This design comes from an exercise in tuning for small area on the open sky130 flow, not from production work. In this exercise RTL edits were held to simulation tests only and were not proved equivalent to the original. Power figures rest on the tool's default switching activity, not on a simulated workload.

==> flow/design.v, too long to show whole: its modules and the start of the top module <==
// module gemm: 1426 lines
// module gemm_aoi: 5 lines
// module gemm_fa: 6 lines
// module gemm_ha: 6 lines
// module gemm_inv: 5 lines
// module gemm_nd: 5 lines
// module gemm_nr: 5 lines
// module gemm_or2: 5 lines
// module gemm_x2: 5 lines
module gemm(A, B, C, D, Cout, clk);
  // ...
==> flow/flow/run.sh <==
#!/bin/bash
# The standard layout (standard.sh) with two changes:
#  - the port buffers that global placement inserts use the smallest buffer cell;
#  - clock tree synthesis uses clkbuf_4 buffers and no dummy loads (32 flip-flops need no more).
# ORFS writes each step's full log under orfs/logs/; make's own output goes to standard.log.
set -euo pipefail
bash standard.sh \
  "BUFFER_PORTS_ARGS=-buffer_cell sky130_fd_sc_hd__buf_1" \
  "CTS_ARGS=-sink_clustering_enable -repair_clock_nets -dont_use_dummy_load -buf_list sky130_fd_sc_hd__clkbuf_4 -root_buf sky130_fd_sc_hd__clkbuf_4" \
  finish > standard.log 2>&1
==> flow/standard.sh <==
#!/bin/bash
# synth_recipe.tcl (not shown) runs the flow's synth.tcl, then flattens the netlist and writes it again
# the make line also repeats each setting of config.mk as NAME=value (left out here)
make -C /OpenROAD-flow-scripts/flow DESIGN_CONFIG=/design/flow/config.mk WORK_HOME=/design/flow/orfs CLKGATE_MAP_FILE= SYNTH_SCRIPT=/design/flow/synth_recipe.tcl "${@:-finish}"
==> flow/config.mk <==
export PLATFORM = sky130hd
export DESIGN_NAME = gemm
export DESIGN_NICKNAME = gemm
export VERILOG_FILES = /design/flow/design.v
export SDC_FILE = /design/flow/constraint.sdc
export NUM_CORES = 4
export LEC_CHECK = 0
export CAP_MARGIN = 20
export CORE_MARGIN = 2
export CORE_UTILIZATION = 40
export GPL_TIMING_DRIVEN = 0
export PLACE_DENSITY = 0.5
export SLEW_MARGIN = 20
export SYNTH_HIERARCHICAL = 1
==> flow/constraint.sdc <==
create_clock -name core_clock -period 10.0 [get_ports {clk}]
set_input_delay 2.0000 -clock core_clock [delete_from_list [all_inputs] [get_ports {clk}]]
set_output_delay 2.0000 -clock core_clock [all_outputs]
set_load 0.01 [all_outputs]
==> out/metrics.cfg, run 1 <==
[run_status]
status = timing/DRC/antenna clean

[die]
num_io_pins = 161
die_x_um = 145
num_rows = 51

[pwr]
leakagePower_nw = 3.00
seq-power_w = 0.000236
power_density_mw_per_mm2 = 266
p_switching_w = 0.00122

[detailed_routing]
wl_met1_mm = 13.4
via_count = 8454

[yosys]
ys_seq_area_frac = 0.0802
yosysMostFrequentCell = a222oi_1
synth_mux_area_frac = 0
syn_nets = 1019
async_flop_share = 0

[cts]
path_clk_slew_ps = 80
cts_tree = done

[final_layout]
syn_to_final_growth_pct = 12.2
clkCellAreaFrac = 0.00419
multi_input_area_share = 0.796
multi_input_gates = 648

[hold_path]
hold_start = D[24]

[setup_path]
worstPathCellList = buf_1 > ha_1 > fa_1 > a222oi_1 > fa_1 > fa_1 > or2_1 > fa_1 > fa_1 > fa_1 > fa_1 > or2_1 > xor2_1
slowest_delay_ps = 1080
cp_max_fo = 17

[sta]
drv_slew = 0
rsz0062_at_grt = false

[placed_design]
hpwl_mm = 25.4
dp_cells = 1159

==> module gemm, before the edit <==
module gemm(A, B, C, D, Cout, clk);
    input [31:0] A;
    input [31:0] B;
    input [31:0] C;
    input [31:0] D;
    input clk;
    output reg [31:0] Cout;
    wire s1, s2;
    gemm_ha g2 (A[24], A[16], s1, s2);
    wire s3, s4;
    gemm_fa g4 (A[25], A[17], s2, s3, s4);
    wire s5, s6;
    gemm_fa g6 (A[26], A[18], s4, s5, s6);
    wire s7, s8;
    gemm_fa g8 (A[27], A[19], s6, s7, s8);
    wire s9, s10;
    gemm_fa g10 (A[28], A[20], s8, s9, s10);
    wire s11, s12;
    gemm_fa g12 (A[29], A[21], s10, s11, s12);
    wire x13;
    gemm_x2 g13 (A[30], A[22], x13);
    wire x14;
    gemm_x2 g14 (x13, s12, x14);
    wire v15;
    gemm_inv g15 (B[24], v15);
    wire v16;
    gemm_inv g16 (B[8], v16);
    wire q17;
    gemm_nr g17 (v15, B[8], q17);
    wire q18;
    gemm_nr g18 (B[24], v16, q18);
    wire q19;
    gemm_nr g19 (v15, v16, q19);
    wire p20;
    gemm_aoi g20 (q17, A[24], q18, A[16], q19, s1, p20);
    wire p21;
    gemm_aoi g21 (q17, A[25], q18, A[17], q19, s3, p21);
    wire p22;
    gemm_aoi g22 (q17, A[26], q18, A[18], q19, s5, p22);
    wire p23;
    gemm_aoi g23 (q17, A[27], q18, A[19], q19, s7, p23);
    wire p24;
    gemm_aoi g24 (q17, A[28], q18, A[20], q19, s9, p24);
    wire p25;
    gemm_aoi g25 (q17, A[29], q18, A[21], q19, s11, p25);
    wire p26;
    gemm_aoi g26 (q17, A[30], q18, A[22], q19, x14, p26);
    wire v27;
    gemm_inv g27 (B[25], v27);
    wire v28;
    gemm_inv g28 (B[9], v28);
    wire q29;
    gemm_nr g29 (v27, B[9], q29);
    wire q30;
    gemm_nr g30 (B[25], v28, q30);
    wire q31;
    gemm_nr g31 (v27, v28, q31);
    wire p32;
    gemm_aoi g32 (q29, A[24], q30, A[16], q31, s1, p32);
    wire p33;
    gemm_aoi g33 (q29, A[25], q30, A[17], q31, s3, p33);
    wire p34;
    gemm_aoi g34 (q29, A[26], q30, A[18], q31, s5, p34);
    wire p35;
    gemm_aoi g35 (q29, A[27], q30, A[19], q31, s7, p35);
    wire p36;
    gemm_aoi g36 (q29, A[28], q30, A[20], q31, s9, p36);
    wire p37;
    gemm_aoi g37 (q29, A[29], q30, A[21], q31, s11, p37);
    wire v38;
    gemm_inv g38 (B[26], v38);
    wire v39;
    gemm_inv g39 (B[10], v39);
    wire q40;
    gemm_nr g40 (v38, B[10], q40);
    wire q41;
    gemm_nr g41 (B[26], v39, q41);
    wire q42;
    gemm_nr g42 (v38, v39, q42);
    wire p43;
    gemm_aoi g43 (q40, A[24], q41, A[16], q42, s1, p43);
    wire p44;
    gemm_aoi g44 (q40, A[25], q41, A[17], q42, s3, p44);
    wire p45;
    gemm_aoi g45 (q40, A[26], q41, A[18], q42, s5, p45);
    wire p46;
    gemm_aoi g46 (q40, A[27], q41, A[19], q42, s7, p46);
    wire p47;
    gemm_aoi g47 (q40, A[28], q41, A[20], q42, s9, p47);
    wire v48;
    gemm_inv g48 (B[27], v48);
    wire v49;
    gemm_inv g49 (B[11], v49);
    wire q50;
    gemm_nr g50 (v48, B[11], q50);
    wire q51;
    gemm_nr g51 (B[27], v49, q51);
    wire q52;
    gemm_nr g52 (v48, v49, q52);
    wire p53;
    gemm_aoi g53 (q50, A[24], q51, A[16], q52, s1, p53);
    wire p54;
    gemm_aoi g54 (q50, A[25], q51, A[17], q52, s3, p54);
    wire p55;
    gemm_aoi g55 (q50, A[26], q51, A[18], q52, s5, p55);
    wire p56;
    gemm_aoi g56 (q50, A[27], q51, A[19], q52, s7, p56);
    wire v57;
    gemm_inv g57 (B[28], v57);
    wire v58;
    gemm_inv g58 (B[12], v58);
    wire q59;
    gemm_nr g59 (v57, B[12], q59);
    wire q60;
    gemm_nr g60 (B[28], v58, q60);
    wire q61;
    gemm_nr g61 (v57, v58, q61);
    wire p62;
    gemm_aoi g62 (q59, A[24], q60, A[16], q61, s1, p62);
    wire p63;
    gemm_aoi g63 (q59, A[25], q60, A[17], q61, s3, p63);
    wire p64;
    gemm_aoi g64 (q59, A[26], q60, A[18], q61, s5, p64);
    wire v65;
    gemm_inv g65 (B[29], v65);
    wire v66;
    gemm_inv g66 (B[13], v66);
    wire q67;
    gemm_nr g67 (v65, B[13], q67);
    wire q68;
    gemm_nr g68 (B[29], v66, q68);
    wire q69;
    gemm_nr g69 (v65, v66, q69);
    wire p70;
    gemm_aoi g70 (q67, A[24], q68, A[16], q69, s1, p70);
    wire p71;
    gemm_aoi g71 (q67, A[25], q68, A[17], q69, s3, p71);
    wire p72;
    gemm_nd g72 (A[24], B[30], p72);
    wire p73;
    gemm_nd g73 (A[16], B[14], p73);
    wire s74, s75;
    gemm_ha g75 (C[24], C[16], s74, s75);
    wire s76, s77;
    gemm_fa g77 (C[25], C[17], s75, s76, s77);
    wire s78, s79;
    gemm_fa g79 (C[26], C[18], s77, s78, s79);
    wire s80, s81;
    gemm_fa g81 (C[27], C[19], s79, s80, s81);
    wire s82, s83;
    gemm_fa g83 (C[28], C[20], s81, s82, s83);
    wire s84, s85;
    gemm_fa g85 (C[29], C[21], s83, s84, s85);
    wire s86, s87;
    gemm_fa g87 (C[30], C[22], s85, s86, s87);
    wire x88;
    gemm_x2 g88 (C[31], C[23], x88);
    wire x89;
    gemm_x2 g89 (x88, s87, x89);
    wire v90;
    gemm_inv g90 (D[24], v90);
    wire v91;
    gemm_inv g91 (D[8], v91);
    wire q92;
    gemm_nr g92 (v90, D[8], q92);
    wire q93;
    gemm_nr g93 (D[24], v91, q93);
    wire q94;
    gemm_nr g94 (v90, v91, q94);
    wire p95;
    gemm_aoi g95 (q92, C[24], q93, C[16], q94, s74, p95);
    wire p96;
    gemm_aoi g96 (q92, C[25], q93, C[17], q94, s76, p96);
    wire p97;
    gemm_aoi g97 (q92, C[26], q93, C[18], q94, s78, p97);
    wire p98;
    gemm_aoi g98 (q92, C[27], q93, C[19], q94, s80, p98);
    wire p99;
    gemm_aoi g99 (q92, C[28], q93, C[20], q94, s82, p99);
    wire p100;
    gemm_aoi g100 (q92, C[29], q93, C[21], q94, s84, p100);
    wire p101;
    gemm_aoi g101 (q92, C[30], q93, C[22], q94, s86, p101);
    wire p102;
    gemm_aoi g102 (q92, C[31], q93, C[23], q94, x89, p102);
    wire v103;
    gemm_inv g103 (D[25], v103);
    wire v104;
    gemm_inv g104 (D[9], v104);
    wire q105;
    gemm_nr g105 (v103, D[9], q105);
    wire q106;
    gemm_nr g106 (D[25], v104, q106);
    wire q107;
    gemm_nr g107 (v103, v104, q107);
    wire p108;
    gemm_aoi g108 (q105, C[24], q106, C[16], q107, s74, p108);
    wire p109;
    gemm_aoi g109 (q105, C[25], q106, C[17], q107, s76, p109);
    wire p110;
    gemm_aoi g110 (q105, C[26], q106, C[18], q107, s78, p110);
    wire p111;
    gemm_aoi g111 (q105, C[27], q106, C[19], q107, s80, p111);
    wire p112;
    gemm_aoi g112 (q105, C[28], q106, C[20], q107, s82, p112);
    wire p113;
    gemm_aoi g113 (q105, C[29], q106, C[21], q107, s84, p113);
    wire p114;
    gemm_aoi g114 (q105, C[30], q106, C[22], q107, s86, p114);
    wire v115;
    gemm_inv g115 (D[26], v115);
    wire v116;
    gemm_inv g116 (D[10], v116);
    wire q117;
    gemm_nr g117 (v115, D[10], q117);
    wire q118;
    gemm_nr g118 (D[26], v116, q118);
    wire q119;
    gemm_nr g119 (v115, v116, q119);
    wire p120;
    gemm_aoi g120 (q117, C[24], q118, C[16], q119, s74, p120);
    wire p121;
    gemm_aoi g121 (q117, C[25], q118, C[17], q119, s76, p121);
    wire p122;
    gemm_aoi g122 (q117, C[26], q118, C[18], q119, s78, p122);
    wire p123;
    gemm_aoi g123 (q117, C[27], q118, C[19], q119, s80, p123);
    wire p124;
    gemm_aoi g124 (q117, C[28], q118, C[20], q119, s82, p124);
    wire p125;
    gemm_aoi g125 (q117, C[29], q118, C[21], q119, s84, p125);
    wire v126;
    gemm_inv g126 (D[27], v126);
    wire v127;
    gemm_inv g127 (D[11], v127);
    wire q128;
    gemm_nr g128 (v126, D[11], q128);
    wire q129;
    gemm_nr g129 (D[27], v127, q129);
    wire q130;
    gemm_nr g130 (v126, v127, q130);
    wire p131;
    gemm_aoi g131 (q128, C[24], q129, C[16], q130, s74, p131);
    wire p132;
    gemm_aoi g132 (q128, C[25], q129, C[17], q130, s76, p132);
    wire p133;
    gemm_aoi g133 (q128, C[26], q129, C[18], q130, s78, p133);
    wire p134;
    gemm_aoi g134 (q128, C[27], q129, C[19], q130, s80, p134);
    wire p135;
    gemm_aoi g135 (q128, C[28], q129, C[20], q130, s82, p135);
    wire v136;
    gemm_inv g136 (D[28], v136);
    wire v137;
    gemm_inv g137 (D[12], v137);
    wire q138;
    gemm_nr g138 (v136, D[12], q138);
    wire q139;
    gemm_nr g139 (D[28], v137, q139);
    wire q140;
    gemm_nr g140 (v136, v137, q140);
    wire p141;
    gemm_aoi g141 (q138, C[24], q139, C[16], q140, s74, p141);
    wire p142;
    gemm_aoi g142 (q138, C[25], q139, C[17], q140, s76, p142);
    wire p143;
    gemm_aoi g143 (q138, C[26], q139, C[18], q140, s78, p143);
    wire p144;
    gemm_aoi g144 (q138, C[27], q139, C[19], q140, s80, p144);
    wire v145;
    gemm_inv g145 (D[29], v145);
    wire v146;
    gemm_inv g146 (D[13], v146);
    wire q147;
    gemm_nr g147 (v145, D[13], q147);
    wire q148;
    gemm_nr g148 (D[29], v146, q148);
    wire q149;
    gemm_nr g149 (v145, v146, q149);
    wire p150;
    gemm_aoi g150 (q147, C[24], q148, C[16], q149, s74, p150);
    wire p151;
    gemm_aoi g151 (q147, C[25], q148, C[17], q149, s76, p151);
    wire p152;
    gemm_aoi g152 (q147, C[26], q148, C[18], q149, s78, p152);
    wire v153;
    gemm_inv g153 (D[30], v153);
    wire v154;
    gemm_inv g154 (D[14], v154);
    wire q155;
    gemm_nr g155 (v153, D[14], q155);
    wire q156;
    gemm_nr g156 (D[30], v154, q156);
    wire q157;
    gemm_nr g157 (v153, v154, q157);
    wire p158;
    gemm_aoi g158 (q155, C[24], q156, C[16], q157, s74, p158);
    wire p159;
    gemm_aoi g159 (q155, C[25], q156, C[17], q157, s76, p159);
    wire p160;
    gemm_nd g160 (C[24], D[31], p160);
    wire p161;
    gemm_nd g161 (C[16], D[15], p161);
    wire s162, s163;
    gemm_fa g163 (p20, p108, p96, s162, s163);
    wire s164, s165;
    gemm_fa g165 (p32, p120, p21, s164, s165);
    wire s166, s167;
    gemm_fa g167 (p109, s163, p97, s166, s167);
    wire o168;
    gemm_or2 g168 (s164, s166, o168);
    wire x169;
    gemm_x2 g169 (s164, s166, x169);
    wire s170, s171;
    gemm_fa g171 (p43, p131, p33, s170, s171);
    wire s172, s173;
    gemm_fa g173 (p121, s165, p22, s172, s173);
    wire s174, s175;
    gemm_fa g175 (p110, s170, p98, s174, s175);
    wire s176, s177;
    gemm_fa g177 (s167, s172, o168, s176, s177);
    wire o178;
    gemm_or2 g178 (s174, s176, o178);
    wire x179;
    gemm_x2 g179 (s174, s176, x179);
    wire s180, s181;
    gemm_fa g181 (p53, p141, p44, s180, s181);
    wire s182, s183;
    gemm_fa g183 (p132, s171, p34, s182, s183);
    wire s184, s185;
    gemm_fa g185 (p122, s180, p23, s184, s185);
    wire s186, s187;
    gemm_fa g187 (p111, s173, s182, s186, s187);
    wire s188, s189;
    gemm_fa g189 (s175, p99, s184, s188, s189);
    wire s190, s191;
    gemm_fa g191 (s186, s177, s188, s190, s191);
    wire o192;
    gemm_or2 g192 (o178, s190, o192);
    wire x193;
    gemm_x2 g193 (o178, s190, x193);
    wire s194, s195;
    gemm_fa g195 (p62, p150, p54, s194, s195);
    wire s196, s197;
    gemm_fa g197 (p142, s181, p45, s196, s197);
    wire s198, s199;
    gemm_fa g199 (p133, s194, p35, s198, s199);
    wire s200, s201;
    gemm_fa g201 (p123, s183, s196, s200, s201);
    wire s202, s203;
    gemm_fa g203 (s185, p24, p112, s202, s203);
    wire s204, s205;
    gemm_fa g205 (s187, s198, s200, s204, s205);
    wire s206, s207;
    gemm_fa g207 (p100, s189, s202, s206, s207);
    wire s208, s209;
    gemm_fa g209 (s204, s191, s206, s208, s209);
    wire o210;
    gemm_or2 g210 (o192, s208, o210);
    wire x211;
    gemm_x2 g211 (o192, s208, x211);
    wire s212, s213;
    gemm_fa g213 (p70, p158, p63, s212, s213);
    wire s214, s215;
    gemm_fa g215 (p151, s195, p55, s214, s215);
    wire s216, s217;
    gemm_fa g217 (p143, s212, p46, s216, s217);
    wire s218, s219;
    gemm_fa g219 (p134, s197, s214, s218, s219);
    wire s220, s221;
    gemm_fa g221 (s199, p36, p124, s220, s221);
    wire s222, s223;
    gemm_fa g223 (s201, s216, s218, s222, s223);
    wire s224, s225;
    gemm_fa g225 (p25, p113, s203, s224, s225);
    wire s226, s227;
    gemm_fa g227 (s220, s205, s222, s226, s227);
    wire s228, s229;
    gemm_fa g229 (p101, s207, s224, s228, s229);
    wire s230, s231;
    gemm_fa g231 (s226, s209, s228, s230, s231);
    wire o232;
    gemm_or2 g232 (o210, s230, o232);
    wire x233;
    gemm_x2 g233 (o210, s230, x233);
    wire x234;
    gemm_x2 g234 (p72, p73, x234);
    wire x235;
    gemm_x2 g235 (p160, p161, x235);
    wire x236;
    gemm_x2 g236 (x234, x235, x236);
    wire x237;
    gemm_x2 g237 (x236, p71, x237);
    wire x238;
    gemm_x2 g238 (p159, x237, x238);
    wire x239;
    gemm_x2 g239 (s213, p64, x239);
    wire x240;
    gemm_x2 g240 (p152, x238, x240);
    wire x241;
    gemm_x2 g241 (x239, x240, x241);
    wire x242;
    gemm_x2 g242 (p56, p144, x242);
    wire x243;
    gemm_x2 g243 (s215, x241, x243);
    wire x244;
    gemm_x2 g244 (x242, x243, x244);
    wire x245;
    gemm_x2 g245 (s217, p47, x245);
    wire x246;
    gemm_x2 g246 (p135, s219, x246);
    wire x247;
    gemm_x2 g247 (x244, x245, x247);
    wire x248;
    gemm_x2 g248 (x246, p37, x248);
    wire x249;
    gemm_x2 g249 (p125, s221, x249);
    wire x250;
    gemm_x2 g250 (x247, s223, x250);
    wire x251;
    gemm_x2 g251 (p26, x248, x251);
    wire x252;
    gemm_x2 g252 (x249, x250, x252);
    wire x253;
    gemm_x2 g253 (p114, s225, x253);
    wire x254;
    gemm_x2 g254 (x251, x252, x254);
    wire x255;
    gemm_x2 g255 (s227, p102, x255);
    wire x256;
    gemm_x2 g256 (x253, x254, x256);
    wire x257;
    gemm_x2 g257 (x255, s229, x257);
    wire x258;
    gemm_x2 g258 (x256, x257, x258);
    wire x259;
    gemm_x2 g259 (x258, s231, x259);
    wire x260;
    gemm_x2 g260 (x259, o232, x260);
    wire v261;
    gemm_inv g261 (p95, v261);
    wire v262;
    gemm_inv g262 (s162, v262);
    wire v263;
    gemm_inv g263 (B[16], v263);
    wire v264;
    gemm_inv g264 (B[0], v264);
    wire q265;
    gemm_nr g265 (v263, B[0], q265);
    wire q266;
    gemm_nr g266 (B[16], v264, q266);
    wire q267;
    gemm_nr g267 (v263, v264, q267);
    wire p268;
    gemm_aoi g268 (q265, A[24], q266, A[16], q267, s1, p268);
    wire p269;
    gemm_aoi g269 (q265, A[25], q266, A[17], q267, s3, p269);
    wire p270;
    gemm_aoi g270 (q265, A[26], q266, A[18], q267, s5, p270);
    wire p271;
    gemm_aoi g271 (q265, A[27], q266, A[19], q267, s7, p271);
    wire p272;
    gemm_aoi g272 (q265, A[28], q266, A[20], q267, s9, p272);
    wire p273;
    gemm_aoi g273 (q265, A[29], q266, A[21], q267, s11, p273);
    wire p274;
    gemm_aoi g274 (q265, A[30], q266, A[22], q267, x14, p274);
    wire v275;
    gemm_inv g275 (B[17], v275);
    wire v276;
    gemm_inv g276 (B[1], v276);
    wire q277;
    gemm_nr g277 (v275, B[1], q277);
    wire q278;
    gemm_nr g278 (B[17], v276, q278);
    wire q279;
    gemm_nr g279 (v275, v276, q279);
    wire p280;
    gemm_aoi g280 (q277, A[24], q278, A[16], q279, s1, p280);
    wire p281;
    gemm_aoi g281 (q277, A[25], q278, A[17], q279, s3, p281);
    wire p282;
    gemm_aoi g282 (q277, A[26], q278, A[18], q279, s5, p282);
    wire p283;
    gemm_aoi g283 (q277, A[27], q278, A[19], q279, s7, p283);
    wire p284;
    gemm_aoi g284 (q277, A[28], q278, A[20], q279, s9, p284);
    wire p285;
    gemm_aoi g285 (q277, A[29], q278, A[21], q279, s11, p285);
    wire v286;
    gemm_inv g286 (B[18], v286);
    wire v287;
    gemm_inv g287 (B[2], v287);
    wire q288;
    gemm_nr g288 (v286, B[2], q288);
    wire q289;
    gemm_nr g289 (B[18], v287, q289);
    wire q290;
    gemm_nr g290 (v286, v287, q290);
    wire p291;
    gemm_aoi g291 (q288, A[24], q289, A[16], q290, s1, p291);
    wire p292;
    gemm_aoi g292 (q288, A[25], q289, A[17], q290, s3, p292);
    wire p293;
    gemm_aoi g293 (q288, A[26], q289, A[18], q290, s5, p293);
    wire p294;
    gemm_aoi g294 (q288, A[27], q289, A[19], q290, s7, p294);
    wire p295;
    gemm_aoi g295 (q288, A[28], q289, A[20], q290, s9, p295);
    wire v296;
    gemm_inv g296 (B[19], v296);
    wire v297;
    gemm_inv g297 (B[3], v297);
    wire q298;
    gemm_nr g298 (v296, B[3], q298);
    wire q299;
    gemm_nr g299 (B[19], v297, q299);
    wire q300;
    gemm_nr g300 (v296, v297, q300);
    wire p301;
    gemm_aoi g301 (q298, A[24], q299, A[16], q300, s1, p301);
    wire p302;
    gemm_aoi g302 (q298, A[25], q299, A[17], q300, s3, p302);
    wire p303;
    gemm_aoi g303 (q298, A[26], q299, A[18], q300, s5, p303);
    wire p304;
    gemm_aoi g304 (q298, A[27], q299, A[19], q300, s7, p304);
    wire v305;
    gemm_inv g305 (B[20], v305);
    wire v306;
    gemm_inv g306 (B[4], v306);
    wire q307;
    gemm_nr g307 (v305, B[4], q307);
    wire q308;
    gemm_nr g308 (B[20], v306, q308);
    wire q309;
    gemm_nr g309 (v305, v306, q309);
    wire p310;
    gemm_aoi g310 (q307, A[24], q308, A[16], q309, s1, p310);
    wire p311;
    gemm_aoi g311 (q307, A[25], q308, A[17], q309, s3, p311);
    wire p312;
    gemm_aoi g312 (q307, A[26], q308, A[18], q309, s5, p312);
    wire v313;
    gemm_inv g313 (B[21], v313);
    wire v314;
    gemm_inv g314 (B[5], v314);
    wire q315;
    gemm_nr g315 (v313, B[5], q315);
    wire q316;
    gemm_nr g316 (B[21], v314, q316);
    wire q317;
    gemm_nr g317 (v313, v314, q317);
    wire p318;
    gemm_aoi g318 (q315, A[24], q316, A[16], q317, s1, p318);
    wire p319;
    gemm_aoi g319 (q315, A[25], q316, A[17], q317, s3, p319);
    wire p320;
    gemm_nd g320 (A[24], B[22], p320);
    wire p321;
    gemm_nd g321 (A[16], B[6], p321);
    wire v322;
    gemm_inv g322 (D[16], v322);
    wire v323;
    gemm_inv g323 (D[0], v323);
    wire q324;
    gemm_nr g324 (v322, D[0], q324);
    wire q325;
    gemm_nr g325 (D[16], v323, q325);
    wire q326;
    gemm_nr g326 (v322, v323, q326);
    wire p327;
    gemm_aoi g327 (q324, C[24], q325, C[16], q326, s74, p327);
    wire p328;
    gemm_aoi g328 (q324, C[25], q325, C[17], q326, s76, p328);
    wire p329;
    gemm_aoi g329 (q324, C[26], q325, C[18], q326, s78, p329);
    wire p330;
    gemm_aoi g330 (q324, C[27], q325, C[19], q326, s80, p330);
    wire p331;
    gemm_aoi g331 (q324, C[28], q325, C[20], q326, s82, p331);
    wire p332;
    gemm_aoi g332 (q324, C[29], q325, C[21], q326, s84, p332);
    wire p333;
    gemm_aoi g333 (q324, C[30], q325, C[22], q326, s86, p333);
    wire p334;
    gemm_aoi g334 (q324, C[31], q325, C[23], q326, x89, p334);
    wire v335;
    gemm_inv g335 (D[17], v335);
    wire v336;
    gemm_inv g336 (D[1], v336);
    wire q337;
    gemm_nr g337 (v335, D[1], q337);
    wire q338;
    gemm_nr g338 (D[17], v336, q338);
    wire q339;
    gemm_nr g339 (v335, v336, q339);
    wire p340;
    gemm_aoi g340 (q337, C[24], q338, C[16], q339, s74, p340);
    wire p341;
    gemm_aoi g341 (q337, C[25], q338, C[17], q339, s76, p341);
    wire p342;
    gemm_aoi g342 (q337, C[26], q338, C[18], q339, s78, p342);
    wire p343;
    gemm_aoi g343 (q337, C[27], q338, C[19], q339, s80, p343);
    wire p344;
    gemm_aoi g344 (q337, C[28], q338, C[20], q339, s82, p344);
    wire p345;
    gemm_aoi g345 (q337, C[29], q338, C[21], q339, s84, p345);
    wire p346;
    gemm_aoi g346 (q337, C[30], q338, C[22], q339, s86, p346);
    wire v347;
    gemm_inv g347 (D[18], v347);
    wire v348;
    gemm_inv g348 (D[2], v348);
    wire q349;
    gemm_nr g349 (v347, D[2], q349);
    wire q350;
    gemm_nr g350 (D[18], v348, q350);
    wire q351;
    gemm_nr g351 (v347, v348, q351);
    wire p352;
    gemm_aoi g352 (q349, C[24], q350, C[16], q351, s74, p352);
    wire p353;
    gemm_aoi g353 (q349, C[25], q350, C[17], q351, s76, p353);
    wire p354;
    gemm_aoi g354 (q349, C[26], q350, C[18], q351, s78, p354);
    wire p355;
    gemm_aoi g355 (q349, C[27], q350, C[19], q351, s80, p355);
    wire p356;
    gemm_aoi g356 (q349, C[28], q350, C[20], q351, s82, p356);
    wire p357;
    gemm_aoi g357 (q349, C[29], q350, C[21], q351, s84, p357);
    wire v358;
    gemm_inv g358 (D[19], v358);
    wire v359;
    gemm_inv g359 (D[3], v359);
    wire q360;
    gemm_nr g360 (v358, D[3], q360);
    wire q361;
    gemm_nr g361 (D[19], v359, q361);
    wire q362;
    gemm_nr g362 (v358, v359, q362);
    wire p363;
    gemm_aoi g363 (q360, C[24], q361, C[16], q362, s74, p363);
    wire p364;
    gemm_aoi g364 (q360, C[25], q361, C[17], q362, s76, p364);
    wire p365;
    gemm_aoi g365 (q360, C[26], q361, C[18], q362, s78, p365);
    wire p366;
    gemm_aoi g366 (q360, C[27], q361, C[19], q362, s80, p366);
    wire p367;
    gemm_aoi g367 (q360, C[28], q361, C[20], q362, s82, p367);
    wire v368;
    gemm_inv g368 (D[20], v368);
    wire v369;
    gemm_inv g369 (D[4], v369);
    wire q370;
    gemm_nr g370 (v368, D[4], q370);
    wire q371;
    gemm_nr g371 (D[20], v369, q371);
    wire q372;
    gemm_nr g372 (v368, v369, q372);
    wire p373;
    gemm_aoi g373 (q370, C[24], q371, C[16], q372, s74, p373);
    wire p374;
    gemm_aoi g374 (q370, C[25], q371, C[17], q372, s76, p374);
    wire p375;
    gemm_aoi g375 (q370, C[26], q371, C[18], q372, s78, p375);
    wire p376;
    gemm_aoi g376 (q370, C[27], q371, C[19], q372, s80, p376);
    wire v377;
    gemm_inv g377 (D[21], v377);
    wire v378;
    gemm_inv g378 (D[5], v378);
    wire q379;
    gemm_nr g379 (v377, D[5], q379);
    wire q380;
    gemm_nr g380 (D[21], v378, q380);
    wire q381;
    gemm_nr g381 (v377, v378, q381);
    wire p382;
    gemm_aoi g382 (q379, C[24], q380, C[16], q381, s74, p382);
    wire p383;
    gemm_aoi g383 (q379, C[25], q380, C[17], q381, s76, p383);
    wire p384;
    gemm_aoi g384 (q379, C[26], q380, C[18], q381, s78, p384);
    wire v385;
    gemm_inv g385 (D[22], v385);
    wire v386;
    gemm_inv g386 (D[6], v386);
    wire q387;
    gemm_nr g387 (v385, D[6], q387);
    wire q388;
    gemm_nr g388 (D[22], v386, q388);
    wire q389;
    gemm_nr g389 (v385, v386, q389);
    wire p390;
    gemm_aoi g390 (q387, C[24], q388, C[16], q389, s74, p390);
    wire p391;
    gemm_aoi g391 (q387, C[25], q388, C[17], q389, s76, p391);
    wire p392;
    gemm_nd g392 (C[24], D[23], p392);
    wire p393;
    gemm_nd g393 (C[16], D[7], p393);
    wire s394, s395;
    gemm_fa g395 (p268, p340, p328, s394, s395);
    wire s396, s397;
    gemm_fa g397 (p280, p352, p269, s396, s397);
    wire s398, s399;
    gemm_fa g399 (p341, s395, p329, s398, s399);
    wire o400;
    gemm_or2 g400 (s396, s398, o400);
    wire x401;
    gemm_x2 g401 (s396, s398, x401);
    wire s402, s403;
    gemm_fa g403 (p291, p363, p281, s402, s403);
    wire s404, s405;
    gemm_fa g405 (p353, s397, p270, s404, s405);
    wire s406, s407;
    gemm_fa g407 (p342, s402, p330, s406, s407);
    wire s408, s409;
    gemm_fa g409 (s399, s404, o400, s408, s409);
    wire o410;
    gemm_or2 g410 (s406, s408, o410);
    wire x411;
    gemm_x2 g411 (s406, s408, x411);
    wire s412, s413;
    gemm_fa g413 (p301, p373, p292, s412, s413);
    wire s414, s415;
    gemm_fa g415 (p364, s403, p282, s414, s415);
    wire s416, s417;
    gemm_fa g417 (p354, s412, p271, s416, s417);
    wire s418, s419;
    gemm_fa g419 (p343, s405, s414, s418, s419);
    wire s420, s421;
    gemm_fa g421 (s407, p331, s416, s420, s421);
    wire s422, s423;
    gemm_fa g423 (s418, s409, s420, s422, s423);
    wire o424;
    gemm_or2 g424 (o410, s422, o424);
    wire x425;
    gemm_x2 g425 (o410, s422, x425);
    wire s426, s427;
    gemm_fa g427 (p310, p382, p302, s426, s427);
    wire s428, s429;
    gemm_fa g429 (p374, s413, p293, s428, s429);
    wire s430, s431;
    gemm_fa g431 (p365, s426, p283, s430, s431);
    wire s432, s433;
    gemm_fa g433 (p355, s415, s428, s432, s433);
    wire s434, s435;
    gemm_fa g435 (s417, p272, p344, s434, s435);
    wire s436, s437;
    gemm_fa g437 (s419, s430, s432, s436, s437);
    wire s438, s439;
    gemm_fa g439 (p332, s421, s434, s438, s439);
    wire s440, s441;
    gemm_fa g441 (s436, s423, s438, s440, s441);
    wire o442;
    gemm_or2 g442 (o424, s440, o442);
    wire x443;
    gemm_x2 g443 (o424, s440, x443);
    wire s444, s445;
    gemm_fa g445 (p318, p390, p311, s444, s445);
    wire s446, s447;
    gemm_fa g447 (p383, s427, p303, s446, s447);
    wire s448, s449;
    gemm_fa g449 (p375, s444, p294, s448, s449);
    wire s450, s451;
    gemm_fa g451 (p366, s429, s446, s450, s451);
    wire s452, s453;
    gemm_fa g453 (s431, p284, p356, s452, s453);
    wire s454, s455;
    gemm_fa g455 (s433, s448, s450, s454, s455);
    wire s456, s457;
    gemm_fa g457 (p273, p345, s435, s456, s457);
    wire s458, s459;
    gemm_fa g459 (s452, s437, s454, s458, s459);
    wire s460, s461;
    gemm_fa g461 (p333, s439, s456, s460, s461);
    wire s462, s463;
    gemm_fa g463 (s458, s441, s460, s462, s463);
    wire o464;
    gemm_or2 g464 (o442, s462, o464);
    wire x465;
    gemm_x2 g465 (o442, s462, x465);
    wire x466;
    gemm_x2 g466 (p320, p321, x466);
    wire x467;
    gemm_x2 g467 (p392, p393, x467);
    wire x468;
    gemm_x2 g468 (x466, x467, x468);
    wire x469;
    gemm_x2 g469 (x468, p319, x469);
    wire x470;
    gemm_x2 g470 (p391, x469, x470);
    wire x471;
    gemm_x2 g471 (s445, p312, x471);
    wire x472;
    gemm_x2 g472 (p384, x470, x472);
    wire x473;
    gemm_x2 g473 (x471, x472, x473);
    wire x474;
    gemm_x2 g474 (p304, p376, x474);
    wire x475;
    gemm_x2 g475 (s447, x473, x475);
    wire x476;
    gemm_x2 g476 (x474, x475, x476);
    wire x477;
    gemm_x2 g477 (s449, p295, x477);
    wire x478;
    gemm_x2 g478 (p367, s451, x478);
    wire x479;
    gemm_x2 g479 (x476, x477, x479);
    wire x480;
    gemm_x2 g480 (x478, p285, x480);
    wire x481;
    gemm_x2 g481 (p357, s453, x481);
    wire x482;
    gemm_x2 g482 (x479, s455, x482);
    wire x483;
    gemm_x2 g483 (p274, x480, x483);
    wire x484;
    gemm_x2 g484 (x481, x482, x484);
    wire x485;
    gemm_x2 g485 (p346, s457, x485);
    wire x486;
    gemm_x2 g486 (x483, x484, x486);
    wire x487;
    gemm_x2 g487 (s459, p334, x487);
    wire x488;
    gemm_x2 g488 (x485, x486, x488);
    wire x489;
    gemm_x2 g489 (x487, s461, x489);
    wire x490;
    gemm_x2 g490 (x488, x489, x490);
    wire x491;
    gemm_x2 g491 (x490, s463, x491);
    wire x492;
    gemm_x2 g492 (x491, o464, x492);
    wire v493;
    gemm_inv g493 (p327, v493);
    wire v494;
    gemm_inv g494 (s394, v494);
    wire s495, s496;
    gemm_ha g496 (A[8], A[0], s495, s496);
    wire s497, s498;
    gemm_fa g498 (A[9], A[1], s496, s497, s498);
    wire s499, s500;
    gemm_fa g500 (A[10], A[2], s498, s499, s500);
    wire s501, s502;
    gemm_fa g502 (A[11], A[3], s500, s501, s502);
    wire s503, s504;
    gemm_fa g504 (A[12], A[4], s502, s503, s504);
    wire s505, s506;
    gemm_fa g506 (A[13], A[5], s504, s505, s506);
    wire x507;
    gemm_x2 g507 (A[14], A[6], x507);
    wire x508;
    gemm_x2 g508 (x507, s506, x508);
    wire p509;
    gemm_aoi g509 (q17, A[8], q18, A[0], q19, s495, p509);
    wire p510;
    gemm_aoi g510 (q17, A[9], q18, A[1], q19, s497, p510);
    wire p511;
    gemm_aoi g511 (q17, A[10], q18, A[2], q19, s499, p511);
    wire p512;
    gemm_aoi g512 (q17, A[11], q18, A[3], q19, s501, p512);
    wire p513;
    gemm_aoi g513 (q17, A[12], q18, A[4], q19, s503, p513);
    wire p514;
    gemm_aoi g514 (q17, A[13], q18, A[5], q19, s505, p514);
    wire p515;
    gemm_aoi g515 (q17, A[14], q18, A[6], q19, x508, p515);
    wire p516;
    gemm_aoi g516 (q29, A[8], q30, A[0], q31, s495, p516);
    wire p517;
    gemm_aoi g517 (q29, A[9], q30, A[1], q31, s497, p517);
    wire p518;
    gemm_aoi g518 (q29, A[10], q30, A[2], q31, s499, p518);
    wire p519;
    gemm_aoi g519 (q29, A[11], q30, A[3], q31, s501, p519);
    wire p520;
    gemm_aoi g520 (q29, A[12], q30, A[4], q31, s503, p520);
    wire p521;
    gemm_aoi g521 (q29, A[13], q30, A[5], q31, s505, p521);
    wire p522;
    gemm_aoi g522 (q40, A[8], q41, A[0], q42, s495, p522);
    wire p523;
    gemm_aoi g523 (q40, A[9], q41, A[1], q42, s497, p523);
    wire p524;
    gemm_aoi g524 (q40, A[10], q41, A[2], q42, s499, p524);
    wire p525;
    gemm_aoi g525 (q40, A[11], q41, A[3], q42, s501, p525);
    wire p526;
    gemm_aoi g526 (q40, A[12], q41, A[4], q42, s503, p526);
    wire p527;
    gemm_aoi g527 (q50, A[8], q51, A[0], q52, s495, p527);
    wire p528;
    gemm_aoi g528 (q50, A[9], q51, A[1], q52, s497, p528);
    wire p529;
    gemm_aoi g529 (q50, A[10], q51, A[2], q52, s499, p529);
    wire p530;
    gemm_aoi g530 (q50, A[11], q51, A[3], q52, s501, p530);
    wire p531;
    gemm_aoi g531 (q59, A[8], q60, A[0], q61, s495, p531);
    wire p532;
    gemm_aoi g532 (q59, A[9], q60, A[1], q61, s497, p532);
    wire p533;
    gemm_aoi g533 (q59, A[10], q60, A[2], q61, s499, p533);
    wire p534;
    gemm_aoi g534 (q67, A[8], q68, A[0], q69, s495, p534);
    wire p535;
    gemm_aoi g535 (q67, A[9], q68, A[1], q69, s497, p535);
    wire p536;
    gemm_nd g536 (A[8], B[30], p536);
    wire p537;
    gemm_nd g537 (A[0], B[14], p537);
    wire s538, s539;
    gemm_ha g539 (C[8], C[0], s538, s539);
    wire s540, s541;
    gemm_fa g541 (C[9], C[1], s539, s540, s541);
    wire s542, s543;
    gemm_fa g543 (C[10], C[2], s541, s542, s543);
    wire s544, s545;
    gemm_fa g545 (C[11], C[3], s543, s544, s545);
    wire s546, s547;
    gemm_fa g547 (C[12], C[4], s545, s546, s547);
    wire s548, s549;
    gemm_fa g549 (C[13], C[5], s547, s548, s549);
    wire s550, s551;
    gemm_fa g551 (C[14], C[6], s549, s550, s551);
    wire x552;
    gemm_x2 g552 (C[15], C[7], x552);
    wire x553;
    gemm_x2 g553 (x552, s551, x553);
    wire p554;
    gemm_aoi g554 (q92, C[8], q93, C[0], q94, s538, p554);
    wire p555;
    gemm_aoi g555 (q92, C[9], q93, C[1], q94, s540, p555);
    wire p556;
    gemm_aoi g556 (q92, C[10], q93, C[2], q94, s542, p556);
    wire p557;
    gemm_aoi g557 (q92, C[11], q93, C[3], q94, s544, p557);
    wire p558;
    gemm_aoi g558 (q92, C[12], q93, C[4], q94, s546, p558);
    wire p559;
    gemm_aoi g559 (q92, C[13], q93, C[5], q94, s548, p559);
    wire p560;
    gemm_aoi g560 (q92, C[14], q93, C[6], q94, s550, p560);
    wire p561;
    gemm_aoi g561 (q92, C[15], q93, C[7], q94, x553, p561);
    wire p562;
    gemm_aoi g562 (q105, C[8], q106, C[0], q107, s538, p562);
    wire p563;
    gemm_aoi g563 (q105, C[9], q106, C[1], q107, s540, p563);
    wire p564;
    gemm_aoi g564 (q105, C[10], q106, C[2], q107, s542, p564);
    wire p565;
    gemm_aoi g565 (q105, C[11], q106, C[3], q107, s544, p565);
    wire p566;
    gemm_aoi g566 (q105, C[12], q106, C[4], q107, s546, p566);
    wire p567;
    gemm_aoi g567 (q105, C[13], q106, C[5], q107, s548, p567);
    wire p568;
    gemm_aoi g568 (q105, C[14], q106, C[6], q107, s550, p568);
    wire p569;
    gemm_aoi g569 (q117, C[8], q118, C[0], q119, s538, p569);
    wire p570;
    gemm_aoi g570 (q117, C[9], q118, C[1], q119, s540, p570);
    wire p571;
    gemm_aoi g571 (q117, C[10], q118, C[2], q119, s542, p571);
    wire p572;
    gemm_aoi g572 (q117, C[11], q118, C[3], q119, s544, p572);
    wire p573;
    gemm_aoi g573 (q117, C[12], q118, C[4], q119, s546, p573);
    wire p574;
    gemm_aoi g574 (q117, C[13], q118, C[5], q119, s548, p574);
    wire p575;
    gemm_aoi g575 (q128, C[8], q129, C[0], q130, s538, p575);
    wire p576;
    gemm_aoi g576 (q128, C[9], q129, C[1], q130, s540, p576);
    wire p577;
    gemm_aoi g577 (q128, C[10], q129, C[2], q130, s542, p577);
    wire p578;
    gemm_aoi g578 (q128, C[11], q129, C[3], q130, s544, p578);
    wire p579;
    gemm_aoi g579 (q128, C[12], q129, C[4], q130, s546, p579);
    wire p580;
    gemm_aoi g580 (q138, C[8], q139, C[0], q140, s538, p580);
    wire p581;
    gemm_aoi g581 (q138, C[9], q139, C[1], q140, s540, p581);
    wire p582;
    gemm_aoi g582 (q138, C[10], q139, C[2], q140, s542, p582);
    wire p583;
    gemm_aoi g583 (q138, C[11], q139, C[3], q140, s544, p583);
    wire p584;
    gemm_aoi g584 (q147, C[8], q148, C[0], q149, s538, p584);
    wire p585;
    gemm_aoi g585 (q147, C[9], q148, C[1], q149, s540, p585);
    wire p586;
    gemm_aoi g586 (q147, C[10], q148, C[2], q149, s542, p586);
    wire p587;
    gemm_aoi g587 (q155, C[8], q156, C[0], q157, s538, p587);
    wire p588;
    gemm_aoi g588 (q155, C[9], q156, C[1], q157, s540, p588);
    wire p589;
    gemm_nd g589 (C[8], D[31], p589);
    wire p590;
    gemm_nd g590 (C[0], D[15], p590);
    wire s591, s592;
    gemm_fa g592 (p509, p562, p555, s591, s592);
    wire s593, s594;
    gemm_fa g594 (p516, p569, p510, s593, s594);
    wire s595, s596;
    gemm_fa g596 (p563, s592, p556, s595, s596);
    wire o597;
    gemm_or2 g597 (s593, s595, o597);
    wire x598;
    gemm_x2 g598 (s593, s595, x598);
    wire s599, s600;
    gemm_fa g600 (p522, p575, p517, s599, s600);
    wire s601, s602;
    gemm_fa g602 (p570, s594, p511, s601, s602);
    wire s603, s604;
    gemm_fa g604 (p564, s599, p557, s603, s604);
    wire s605, s606;
    gemm_fa g606 (s596, s601, o597, s605, s606);
    wire o607;
    gemm_or2 g607 (s603, s605, o607);
    wire x608;
    gemm_x2 g608 (s603, s605, x608);
    wire s609, s610;
    gemm_fa g610 (p527, p580, p523, s609, s610);
    wire s611, s612;
    gemm_fa g612 (p576, s600, p518, s611, s612);
    wire s613, s614;
    gemm_fa g614 (p571, s609, p512, s613, s614);
    wire s615, s616;
    gemm_fa g616 (p565, s602, s611, s615, s616);
    wire s617, s618;
    gemm_fa g618 (s604, p558, s613, s617, s618);
    wire s619, s620;
    gemm_fa g620 (s615, s606, s617, s619, s620);
    wire o621;
    gemm_or2 g621 (o607, s619, o621);
    wire x622;
    gemm_x2 g622 (o607, s619, x622);
    wire s623, s624;
    gemm_fa g624 (p531, p584, p528, s623, s624);
    wire s625, s626;
    gemm_fa g626 (p581, s610, p524, s625, s626);
    wire s627, s628;
    gemm_fa g628 (p577, s623, p519, s627, s628);
    wire s629, s630;
    gemm_fa g630 (p572, s612, s625, s629, s630);
    wire s631, s632;
    gemm_fa g632 (s614, p513, p566, s631, s632);
    wire s633, s634;
    gemm_fa g634 (s616, s627, s629, s633, s634);
    wire s635, s636;
    gemm_fa g636 (p559, s618, s631, s635, s636);
    wire s637, s638;
    gemm_fa g638 (s633, s620, s635, s637, s638);
    wire o639;
    gemm_or2 g639 (o621, s637, o639);
    wire x640;
    gemm_x2 g640 (o621, s637, x640);
    wire s641, s642;
    gemm_fa g642 (p534, p587, p532, s641, s642);
    wire s643, s644;
    gemm_fa g644 (p585, s624, p529, s643, s644);
    wire s645, s646;
    gemm_fa g646 (p582, s641, p525, s645, s646);
    wire s647, s648;
    gemm_fa g648 (p578, s626, s643, s647, s648);
    wire s649, s650;
    gemm_fa g650 (s628, p520, p573, s649, s650);
    wire s651, s652;
    gemm_fa g652 (s630, s645, s647, s651, s652);
    wire s653, s654;
    gemm_fa g654 (p514, p567, s632, s653, s654);
    wire s655, s656;
    gemm_fa g656 (s649, s634, s651, s655, s656);
    wire s657, s658;
    gemm_fa g658 (p560, s636, s653, s657, s658);
    wire s659, s660;
    gemm_fa g660 (s655, s638, s657, s659, s660);
    wire o661;
    gemm_or2 g661 (o639, s659, o661);
    wire x662;
    gemm_x2 g662 (o639, s659, x662);
    wire x663;
    gemm_x2 g663 (p536, p537, x663);
    wire x664;
    gemm_x2 g664 (p589, p590, x664);
    wire x665;
    gemm_x2 g665 (x663, x664, x665);
    wire x666;
    gemm_x2 g666 (x665, p535, x666);
    wire x667;
    gemm_x2 g667 (p588, x666, x667);
    wire x668;
    gemm_x2 g668 (s642, p533, x668);
    wire x669;
    gemm_x2 g669 (p586, x667, x669);
    wire x670;
    gemm_x2 g670 (x668, x669, x670);
    wire x671;
    gemm_x2 g671 (p530, p583, x671);
    wire x672;
    gemm_x2 g672 (s644, x670, x672);
    wire x673;
    gemm_x2 g673 (x671, x672, x673);
    wire x674;
    gemm_x2 g674 (s646, p526, x674);
    wire x675;
    gemm_x2 g675 (p579, s648, x675);
    wire x676;
    gemm_x2 g676 (x673, x674, x676);
    wire x677;
    gemm_x2 g677 (x675, p521, x677);
    wire x678;
    gemm_x2 g678 (p574, s650, x678);
    wire x679;
    gemm_x2 g679 (x676, s652, x679);
    wire x680;
    gemm_x2 g680 (p515, x677, x680);
    wire x681;
    gemm_x2 g681 (x678, x679, x681);
    wire x682;
    gemm_x2 g682 (p568, s654, x682);
    wire x683;
    gemm_x2 g683 (x680, x681, x683);
    wire x684;
    gemm_x2 g684 (s656, p561, x684);
    wire x685;
    gemm_x2 g685 (x682, x683, x685);
    wire x686;
    gemm_x2 g686 (x684, s658, x686);
    wire x687;
    gemm_x2 g687 (x685, x686, x687);
    wire x688;
    gemm_x2 g688 (x687, s660, x688);
    wire x689;
    gemm_x2 g689 (x688, o661, x689);
    wire v690;
    gemm_inv g690 (p554, v690);
    wire v691;
    gemm_inv g691 (s591, v691);
    wire p692;
    gemm_aoi g692 (q265, A[8], q266, A[0], q267, s495, p692);
    wire p693;
    gemm_aoi g693 (q265, A[9], q266, A[1], q267, s497, p693);
    wire p694;
    gemm_aoi g694 (q265, A[10], q266, A[2], q267, s499, p694);
    wire p695;
    gemm_aoi g695 (q265, A[11], q266, A[3], q267, s501, p695);
    wire p696;
    gemm_aoi g696 (q265, A[12], q266, A[4], q267, s503, p696);
    wire p697;
    gemm_aoi g697 (q265, A[13], q266, A[5], q267, s505, p697);
    wire p698;
    gemm_aoi g698 (q265, A[14], q266, A[6], q267, x508, p698);
    wire p699;
    gemm_aoi g699 (q277, A[8], q278, A[0], q279, s495, p699);
    wire p700;
    gemm_aoi g700 (q277, A[9], q278, A[1], q279, s497, p700);
    wire p701;
    gemm_aoi g701 (q277, A[10], q278, A[2], q279, s499, p701);
    wire p702;
    gemm_aoi g702 (q277, A[11], q278, A[3], q279, s501, p702);
    wire p703;
    gemm_aoi g703 (q277, A[12], q278, A[4], q279, s503, p703);
    wire p704;
    gemm_aoi g704 (q277, A[13], q278, A[5], q279, s505, p704);
    wire p705;
    gemm_aoi g705 (q288, A[8], q289, A[0], q290, s495, p705);
    wire p706;
    gemm_aoi g706 (q288, A[9], q289, A[1], q290, s497, p706);
    wire p707;
    gemm_aoi g707 (q288, A[10], q289, A[2], q290, s499, p707);
    wire p708;
    gemm_aoi g708 (q288, A[11], q289, A[3], q290, s501, p708);
    wire p709;
    gemm_aoi g709 (q288, A[12], q289, A[4], q290, s503, p709);
    wire p710;
    gemm_aoi g710 (q298, A[8], q299, A[0], q300, s495, p710);
    wire p711;
    gemm_aoi g711 (q298, A[9], q299, A[1], q300, s497, p711);
    wire p712;
    gemm_aoi g712 (q298, A[10], q299, A[2], q300, s499, p712);
    wire p713;
    gemm_aoi g713 (q298, A[11], q299, A[3], q300, s501, p713);
    wire p714;
    gemm_aoi g714 (q307, A[8], q308, A[0], q309, s495, p714);
    wire p715;
    gemm_aoi g715 (q307, A[9], q308, A[1], q309, s497, p715);
    wire p716;
    gemm_aoi g716 (q307, A[10], q308, A[2], q309, s499, p716);
    wire p717;
    gemm_aoi g717 (q315, A[8], q316, A[0], q317, s495, p717);
    wire p718;
    gemm_aoi g718 (q315, A[9], q316, A[1], q317, s497, p718);
    wire p719;
    gemm_nd g719 (A[8], B[22], p719);
    wire p720;
    gemm_nd g720 (A[0], B[6], p720);
    wire p721;
    gemm_aoi g721 (q324, C[8], q325, C[0], q326, s538, p721);
    wire p722;
    gemm_aoi g722 (q324, C[9], q325, C[1], q326, s540, p722);
    wire p723;
    gemm_aoi g723 (q324, C[10], q325, C[2], q326, s542, p723);
    wire p724;
    gemm_aoi g724 (q324, C[11], q325, C[3], q326, s544, p724);
    wire p725;
    gemm_aoi g725 (q324, C[12], q325, C[4], q326, s546, p725);
    wire p726;
    gemm_aoi g726 (q324, C[13], q325, C[5], q326, s548, p726);
    wire p727;
    gemm_aoi g727 (q324, C[14], q325, C[6], q326, s550, p727);
    wire p728;
    gemm_aoi g728 (q324, C[15], q325, C[7], q326, x553, p728);
    wire p729;
    gemm_aoi g729 (q337, C[8], q338, C[0], q339, s538, p729);
    wire p730;
    gemm_aoi g730 (q337, C[9], q338, C[1], q339, s540, p730);
    wire p731;
    gemm_aoi g731 (q337, C[10], q338, C[2], q339, s542, p731);
    wire p732;
    gemm_aoi g732 (q337, C[11], q338, C[3], q339, s544, p732);
    wire p733;
    gemm_aoi g733 (q337, C[12], q338, C[4], q339, s546, p733);
    wire p734;
    gemm_aoi g734 (q337, C[13], q338, C[5], q339, s548, p734);
    wire p735;
    gemm_aoi g735 (q337, C[14], q338, C[6], q339, s550, p735);
    wire p736;
    gemm_aoi g736 (q349, C[8], q350, C[0], q351, s538, p736);
    wire p737;
    gemm_aoi g737 (q349, C[9], q350, C[1], q351, s540, p737);
    wire p738;
    gemm_aoi g738 (q349, C[10], q350, C[2], q351, s542, p738);
    wire p739;
    gemm_aoi g739 (q349, C[11], q350, C[3], q351, s544, p739);
    wire p740;
    gemm_aoi g740 (q349, C[12], q350, C[4], q351, s546, p740);
    wire p741;
    gemm_aoi g741 (q349, C[13], q350, C[5], q351, s548, p741);
    wire p742;
    gemm_aoi g742 (q360, C[8], q361, C[0], q362, s538, p742);
    wire p743;
    gemm_aoi g743 (q360, C[9], q361, C[1], q362, s540, p743);
    wire p744;
    gemm_aoi g744 (q360, C[10], q361, C[2], q362, s542, p744);
    wire p745;
    gemm_aoi g745 (q360, C[11], q361, C[3], q362, s544, p745);
    wire p746;
    gemm_aoi g746 (q360, C[12], q361, C[4], q362, s546, p746);
    wire p747;
    gemm_aoi g747 (q370, C[8], q371, C[0], q372, s538, p747);
    wire p748;
    gemm_aoi g748 (q370, C[9], q371, C[1], q372, s540, p748);
    wire p749;
    gemm_aoi g749 (q370, C[10], q371, C[2], q372, s542, p749);
    wire p750;
    gemm_aoi g750 (q370, C[11], q371, C[3], q372, s544, p750);
    wire p751;
    gemm_aoi g751 (q379, C[8], q380, C[0], q381, s538, p751);
    wire p752;
    gemm_aoi g752 (q379, C[9], q380, C[1], q381, s540, p752);
    wire p753;
    gemm_aoi g753 (q379, C[10], q380, C[2], q381, s542, p753);
    wire p754;
    gemm_aoi g754 (q387, C[8], q388, C[0], q389, s538, p754);
    wire p755;
    gemm_aoi g755 (q387, C[9], q388, C[1], q389, s540, p755);
    wire p756;
    gemm_nd g756 (C[8], D[23], p756);
    wire p757;
    gemm_nd g757 (C[0], D[7], p757);
    wire s758, s759;
    gemm_fa g759 (p692, p729, p722, s758, s759);
    wire s760, s761;
    gemm_fa g761 (p699, p736, p693, s760, s761);
    wire s762, s763;
    gemm_fa g763 (p730, s759, p723, s762, s763);
    wire o764;
    gemm_or2 g764 (s760, s762, o764);
    wire x765;
    gemm_x2 g765 (s760, s762, x765);
    wire s766, s767;
    gemm_fa g767 (p705, p742, p700, s766, s767);
    wire s768, s769;
    gemm_fa g769 (p737, s761, p694, s768, s769);
    wire s770, s771;
    gemm_fa g771 (p731, s766, p724, s770, s771);
    wire s772, s773;
    gemm_fa g773 (s763, s768, o764, s772, s773);
    wire o774;
    gemm_or2 g774 (s770, s772, o774);
    wire x775;
    gemm_x2 g775 (s770, s772, x775);
    wire s776, s777;
    gemm_fa g777 (p710, p747, p706, s776, s777);
    wire s778, s779;
    gemm_fa g779 (p743, s767, p701, s778, s779);
    wire s780, s781;
    gemm_fa g781 (p738, s776, p695, s780, s781);
    wire s782, s783;
    gemm_fa g783 (p732, s769, s778, s782, s783);
    wire s784, s785;
    gemm_fa g785 (s771, p725, s780, s784, s785);
    wire s786, s787;
    gemm_fa g787 (s782, s773, s784, s786, s787);
    wire o788;
    gemm_or2 g788 (o774, s786, o788);
    wire x789;
    gemm_x2 g789 (o774, s786, x789);
    wire s790, s791;
    gemm_fa g791 (p714, p751, p711, s790, s791);
    wire s792, s793;
    gemm_fa g793 (p748, s777, p707, s792, s793);
    wire s794, s795;
    gemm_fa g795 (p744, s790, p702, s794, s795);
    wire s796, s797;
    gemm_fa g797 (p739, s779, s792, s796, s797);
    wire s798, s799;
    gemm_fa g799 (s781, p696, p733, s798, s799);
    wire s800, s801;
    gemm_fa g801 (s783, s794, s796, s800, s801);
    wire s802, s803;
    gemm_fa g803 (p726, s785, s798, s802, s803);
    wire s804, s805;
    gemm_fa g805 (s800, s787, s802, s804, s805);
    wire o806;
    gemm_or2 g806 (o788, s804, o806);
    wire x807;
    gemm_x2 g807 (o788, s804, x807);
    wire s808, s809;
    gemm_fa g809 (p717, p754, p715, s808, s809);
    wire s810, s811;
    gemm_fa g811 (p752, s791, p712, s810, s811);
    wire s812, s813;
    gemm_fa g813 (p749, s808, p708, s812, s813);
    wire s814, s815;
    gemm_fa g815 (p745, s793, s810, s814, s815);
    wire s816, s817;
    gemm_fa g817 (s795, p703, p740, s816, s817);
    wire s818, s819;
    gemm_fa g819 (s797, s812, s814, s818, s819);
    wire s820, s821;
    gemm_fa g821 (p697, p734, s799, s820, s821);
    wire s822, s823;
    gemm_fa g823 (s816, s801, s818, s822, s823);
    wire s824, s825;
    gemm_fa g825 (p727, s803, s820, s824, s825);
    wire s826, s827;
    gemm_fa g827 (s822, s805, s824, s826, s827);
    wire o828;
    gemm_or2 g828 (o806, s826, o828);
    wire x829;
    gemm_x2 g829 (o806, s826, x829);
    wire x830;
    gemm_x2 g830 (p719, p720, x830);
    wire x831;
    gemm_x2 g831 (p756, p757, x831);
    wire x832;
    gemm_x2 g832 (x830, x831, x832);
    wire x833;
    gemm_x2 g833 (x832, p718, x833);
    wire x834;
    gemm_x2 g834 (p755, x833, x834);
    wire x835;
    gemm_x2 g835 (s809, p716, x835);
    wire x836;
    gemm_x2 g836 (p753, x834, x836);
    wire x837;
    gemm_x2 g837 (x835, x836, x837);
    wire x838;
    gemm_x2 g838 (p713, p750, x838);
    wire x839;
    gemm_x2 g839 (s811, x837, x839);
    wire x840;
    gemm_x2 g840 (x838, x839, x840);
    wire x841;
    gemm_x2 g841 (s813, p709, x841);
    wire x842;
    gemm_x2 g842 (p746, s815, x842);
    wire x843;
    gemm_x2 g843 (x840, x841, x843);
    wire x844;
    gemm_x2 g844 (x842, p704, x844);
    wire x845;
    gemm_x2 g845 (p741, s817, x845);
    wire x846;
    gemm_x2 g846 (x843, s819, x846);
    wire x847;
    gemm_x2 g847 (p698, x844, x847);
    wire x848;
    gemm_x2 g848 (x845, x846, x848);
    wire x849;
    gemm_x2 g849 (p735, s821, x849);
    wire x850;
    gemm_x2 g850 (x847, x848, x850);
    wire x851;
    gemm_x2 g851 (s823, p728, x851);
    wire x852;
    gemm_x2 g852 (x849, x850, x852);
    wire x853;
    gemm_x2 g853 (x851, s825, x853);
    wire x854;
    gemm_x2 g854 (x852, x853, x854);
    wire x855;
    gemm_x2 g855 (x854, s827, x855);
    wire x856;
    gemm_x2 g856 (x855, o828, x856);
    wire v857;
    gemm_inv g857 (p721, v857);
    wire v858;
    gemm_inv g858 (s758, v858);
    always @(posedge clk)
        Cout <= {x260, x233, x211, x193, x179, x169, v262, v261, x492, x465, x443, x425, x411, x401, v494, v493, x689, x662, x640, x622, x608, x598, v691, v690, x856, x829, x807, x789, x775, x765, v858, v857};
endmodule
==> inputs of run 2 (changes only) <==
--- a/flow/design.v
+++ b/flow/design.v
@@ -380,7 +380,7 @@
     wire s230, s231;
     gemm_fa g231 (s226, s209, s228, s230, s231);
     wire o232;
-    gemm_or2 g232 (o210, s230, o232);
+    gemm_nr g232 (o210, s230, o232);
     wire x233;
     gemm_x2 g233 (o210, s230, x233);
     wire x234;
@@ -436,7 +436,7 @@
     wire x259;
     gemm_x2 g259 (x258, s231, x259);
     wire x260;
-    gemm_x2 g260 (x259, o232, x260);
+    gemm_xn2 g260 (o232, x259, x260);
     wire v261;
     gemm_inv g261 (p95, v261);
     wire v262;
@@ -782,7 +782,7 @@
     wire s462, s463;
     gemm_fa g463 (s458, s441, s460, s462, s463);
     wire o464;
-    gemm_or2 g464 (o442, s462, o464);
+    gemm_nr g464 (o442, s462, o464);
     wire x465;
     gemm_x2 g465 (o442, s462, x465);
     wire x466;
@@ -838,7 +838,7 @@
     wire x491;
     gemm_x2 g491 (x490, s463, x491);
     wire x492;
-    gemm_x2 g492 (x491, o464, x492);
+    gemm_xn2 g492 (o464, x491, x492);
     wire v493;
     gemm_inv g493 (p327, v493);
     wire v494;
@@ -1088,7 +1088,7 @@
     wire s659, s660;
     gemm_fa g660 (s655, s638, s657, s659, s660);
     wire o661;
-    gemm_or2 g661 (o639, s659, o661);
+    gemm_nr g661 (o639, s659, o661);
     wire x662;
     gemm_x2 g662 (o639, s659, x662);
     wire x663;
@@ -1144,7 +1144,7 @@
     wire x688;
     gemm_x2 g688 (x687, s660, x688);
     wire x689;
-    gemm_x2 g689 (x688, o661, x689);
+    gemm_xn2 g689 (o661, x688, x689);
     wire v690;
     gemm_inv g690 (p554, v690);
     wire v691;
@@ -1360,7 +1360,7 @@
     wire s826, s827;
     gemm_fa g827 (s822, s805, s824, s826, s827);
     wire o828;
-    gemm_or2 g828 (o806, s826, o828);
+    gemm_nr g828 (o806, s826, o828);
     wire x829;
     gemm_x2 g829 (o806, s826, x829);
     wire x830;
@@ -1416,7 +1416,7 @@
     wire x855;
     gemm_x2 g855 (x854, s827, x855);
     wire x856;
-    gemm_x2 g856 (x855, o828, x856);
+    gemm_xn2 g856 (o828, x855, x856);
     wire v857;
     gemm_inv g857 (p721, v857);
     wire v858;
@@ -1466,3 +1466,8 @@
     output y;
     assign y = a ^ b;
 endmodule
+module gemm_xn2(a, b, y);
+    input a, b;
+    output y;
+    assign y = ~(a ^ b);
+endmodule
==> run 2 against run 1 <==
Compared with the run above:
- non-clock buffer count increased by 2
- global-route usage increased by 0.12 points
- fmax increased by 3.0%
- flip-flop and latch count unchanged
- sequential power about the same
- final area about the same
- combinational power increased by 2%
- synthesized cell count unchanged
- first-iteration DRC count increased by 3.1%
- via count increased by 1.6%
==> out/metrics.cfg, run 2 <==
[yosys]
syn_nets = 1019  ; unchanged
async_flop_share = 0  ; unchanged
ys_warn_count = 7
synth_top_area_frac = 0.366
yosys-top-cells-count = a222oi_1, fa_1, xor2_1
yosysMostFrequentCell = a222oi_1
ys_ff_latch = 32
ys_types = 10
yosysTopAreaCell = fa_1
yosys_most_used_dff = dfxtp_1
netlist_area_mm2 = 0.00798
synth_area_leaders = fa_1, a222oi_1, xor2_1
ys_seq_area_frac = 0.0803  ; +0.000101
synth-edff-count = 0
syn_inst = 740
avgSynthCellArea_um2 = 10.8

[setup_path]
critPathLaunchType = primary input
slowest_delay_ps = 1080  ; about the same
cp_max_fo = 17  ; unchanged
worstSetupPathType = primary input to flip-flop
worst_setup_path_end_kind = flip-flop
cp.arrival_ps = 7460
crit_top_cell = fa_1
worstPathCellList = buf_1 > ha_1 > fa_1 > a222oi_1 > fa_1 > fa_1 > or2_1 > fa_1 > fa_1 > fa_1 > fa_1 > nor2_1 > xnor2_1
cpMaxStageDelayCell = fa_1
crit_required_ps = 10250

[detailed_routing]
antenna_left = 0
viasPerCell = 7.36
drtIter0Drc = 2298
drcViolationCount = 0
post_drt_wl_per_cell_um = 29.9
routed_wl_mm = 34.9
via_count = 8586  ; +1.6%
dr.pass1.iters = 13

[cts]
max-clock-path-buffers = 2
numClockSinks = 32
cts_hold_buf = 0
cts_tree = done
path_clk_slew_ps = 80  ; about the same
cts_resized = 0
cts_root_buf = clkbuf_4
htree_levels = 2
cts_buffers = 5
cts_setup_buffers = 0

[final_layout]
final_common_cell = a222oi_1
largest_reg_flops = 32
finish.utilization = 0.460
largestRegisters = Cout x32
nets = 1182
drive_above_1_share = 0.0155
ff_latch_area_um2 = 641
syn_to_final_growth_pct = 12.4
multi_input_area_mm2 = 0.00713
fill_cells = 1933
mostFrequentLayoutCells = a222oi_1, buf_1, fa_1, xor2_1, nor2_1
regMostFlops = Cout

[die]
num_rows = 51  ; unchanged
core-area_mm2 = 0.0195
die_x_um = 145  ; about the same
die_y_um = 145
initial_utilization = 0.409
num_io_pins = 161  ; unchanged
die_area_mm2 = 0.0211

[pwr]
switching_share = 0.505
leakagePower_nw = 3.01  ; +0.46%
combPwrFrac = 0.876
p_int_w = 0.00120
pwr-share-seq = 0.097
ir_drop_uv = 165
power_density_mw_per_mm2 = 271  ; +1.9%
power_frac_clock = 0.027
p_switching_w = 0.00123  ; +0.92%

[grt]
grt_pass1_vias = 8573
antenna_found_initial = 1
grt-ovfl-total = 0
grt_max_degree = 18
gr-usage-all-layers = 0.315
grt_first_pass_wirelength_mm = 51.4

[sta]
setup_viol = 0
max_freq_ghz = 0.139
min_period_over_period = 0.721
worst_pin_slew_ps = 1170
hold_viol = 0
maxSlewHeadroom = 0.214
tns_ps = 0
drv_slew = 0  ; unchanged
finalCriticalPeriod_ps = 7210
rsz0062_at_grt = false
hold-worst-slack_ps = 2310

[hold_path]
min_path_type = primary input to flip-flop

[flow_run]
drv_cap = 0

[placed_design]
io_buffers = 152
hpwl_mm = 25.2  ; -0.84%
gp_congestion = 0.978

[run_status]
status = timing/DRC/antenna clean

run 2: kinds of logic (layout without fill, tap and decap cells):
kind of cell | count (synthesis) | in the layout | synth area share
buffers and inverters | 60 | 221 | 0.0282
AOI/OAI and AO/OA | 248 | 248 | 0.311
xor gates and xnor gates | 136 | 136 | 0.149
DFF | 32 | 32 | 0.0803
other | 0 | 1 | 0
and+or+nand+nor | 114 | 114 | 0.0586
adders and majority gates | 150 | 150 | 0.373
run 2: area by class of cell:
cell class,instances,share of cell area
multi-input combinational,648,0.794
antenna,1,0.000279
tap,265,0.0370
timing repair buffer,156,0.0678
clock buffer,5,0.00418
inverter,60,0.0251
sequential,32,0.0714
run 2: worst max-delay path, delay by kind of cell:
kind,cells,cell delay [ps]
compound gates,1,220
xor+xnor,1,150
simple gates,2,410
buf+inv,1,460
fa+ha+maj,8,4210
run 2: final timing paths:
kind	startpoint	endpoint	slack (ps)	cells after the start
worst min-delay path	D[16]	Cout[16]	2310	4
worst max-delay path	C[24]	Cout[23]	2790	13
run 2: layer usage:
metal	vias to the layer above	track usage	part of all wire
met5	-	0	0
met4	0	0.104	0.034
met3	88	0.0802	0.14
met2	811	0.502	0.45
met1	4188	0.420	0.38
li1	3499	-	-
run 2: power by group through the flow:
| stage | clock [W] | sequential (W) | combinational [W] |
|---|---|---|---|
| floorplan | 0 | 0.000272 | 0.00156 |
| global placement | 0 | 0.000239 | 0.00207 |
| detailed placement | 0 | 0.000240 | 0.00212 |
| CTS | 0.0000669 | 0.000237 | 0.00211 |
| global route | 0.0000710 | 0.000243 | 0.00235 |
| finish | 0.0000644 | 0.000236 | 0.00213 |
run 2: stage by stage:
| stage | area (um^2) | power, W | worst slack, ps | instances |
|---|---|---|---|---|
| 4_1_cts | 8940 | 0.00242 | 2960 | 1164 |
| 3_3_place_gp | 8880 | 0.00231 | 2670 | 1157 |
| 6_report | 8970 | 0.00243 | 2790 | 1167 |
| 3_5_place_dp | 8900 | 0.00236 | 2620 | 1159 |
| 2_1_floorplan | 7980 | 0.00184 | 3620 | 740 |
| 5_1_grt | 8970 | 0.00266 | 2620 | 1167 |
run 2: Yosys stat by module (local to each module, per instance):
module / cells / cell area, um^2
gemm_fa: 1 / 20.0
gemm_xn2: 1 / 8.76
gemm_aoi: 1 / 10.0
gemm_x2: 1 / 8.76
gemm_nr: 1 / 3.75
gemm_inv: 1 / 3.75
gemm_ha: 1 / 12.5
gemm_or2: 1 / 6.26
gemm: 32 / 641
gemm_nd: 1 / 3.75

separate check: timing with driven ports:
Ports are ideal in the flow. The routed layouts listed here were re-timed in OpenROAD.
Step 1 sets driving cells, clkbuf_16 on the clock port and buf_2 on the other inputs (assumed; they add their load-dependent delay and slew).
Step 2, shift: input delay + t, output delay - t, t = (earliest + latest rising clock arrival at the registers) / 2. This alone moves slack from input paths to output paths.
Three values: no drivers, after step 1, after step 2; two values: the first two.
| run | t (ns) | setup WS [ns] | cell pins on the clock port's net |
|---|---|---|---|
| run 1 | 0.344 | 2.568 / 2.578 / 2.234 | 1 |
| run 2 | 0.364 | 2.787 / 2.796 / 2.432 | 1 |
After both steps setup and hold are still met in every run listed. The setup slack of run 2, which loses most, moves by +0.009 ns with the drivers and by -0.355 ns with both steps.
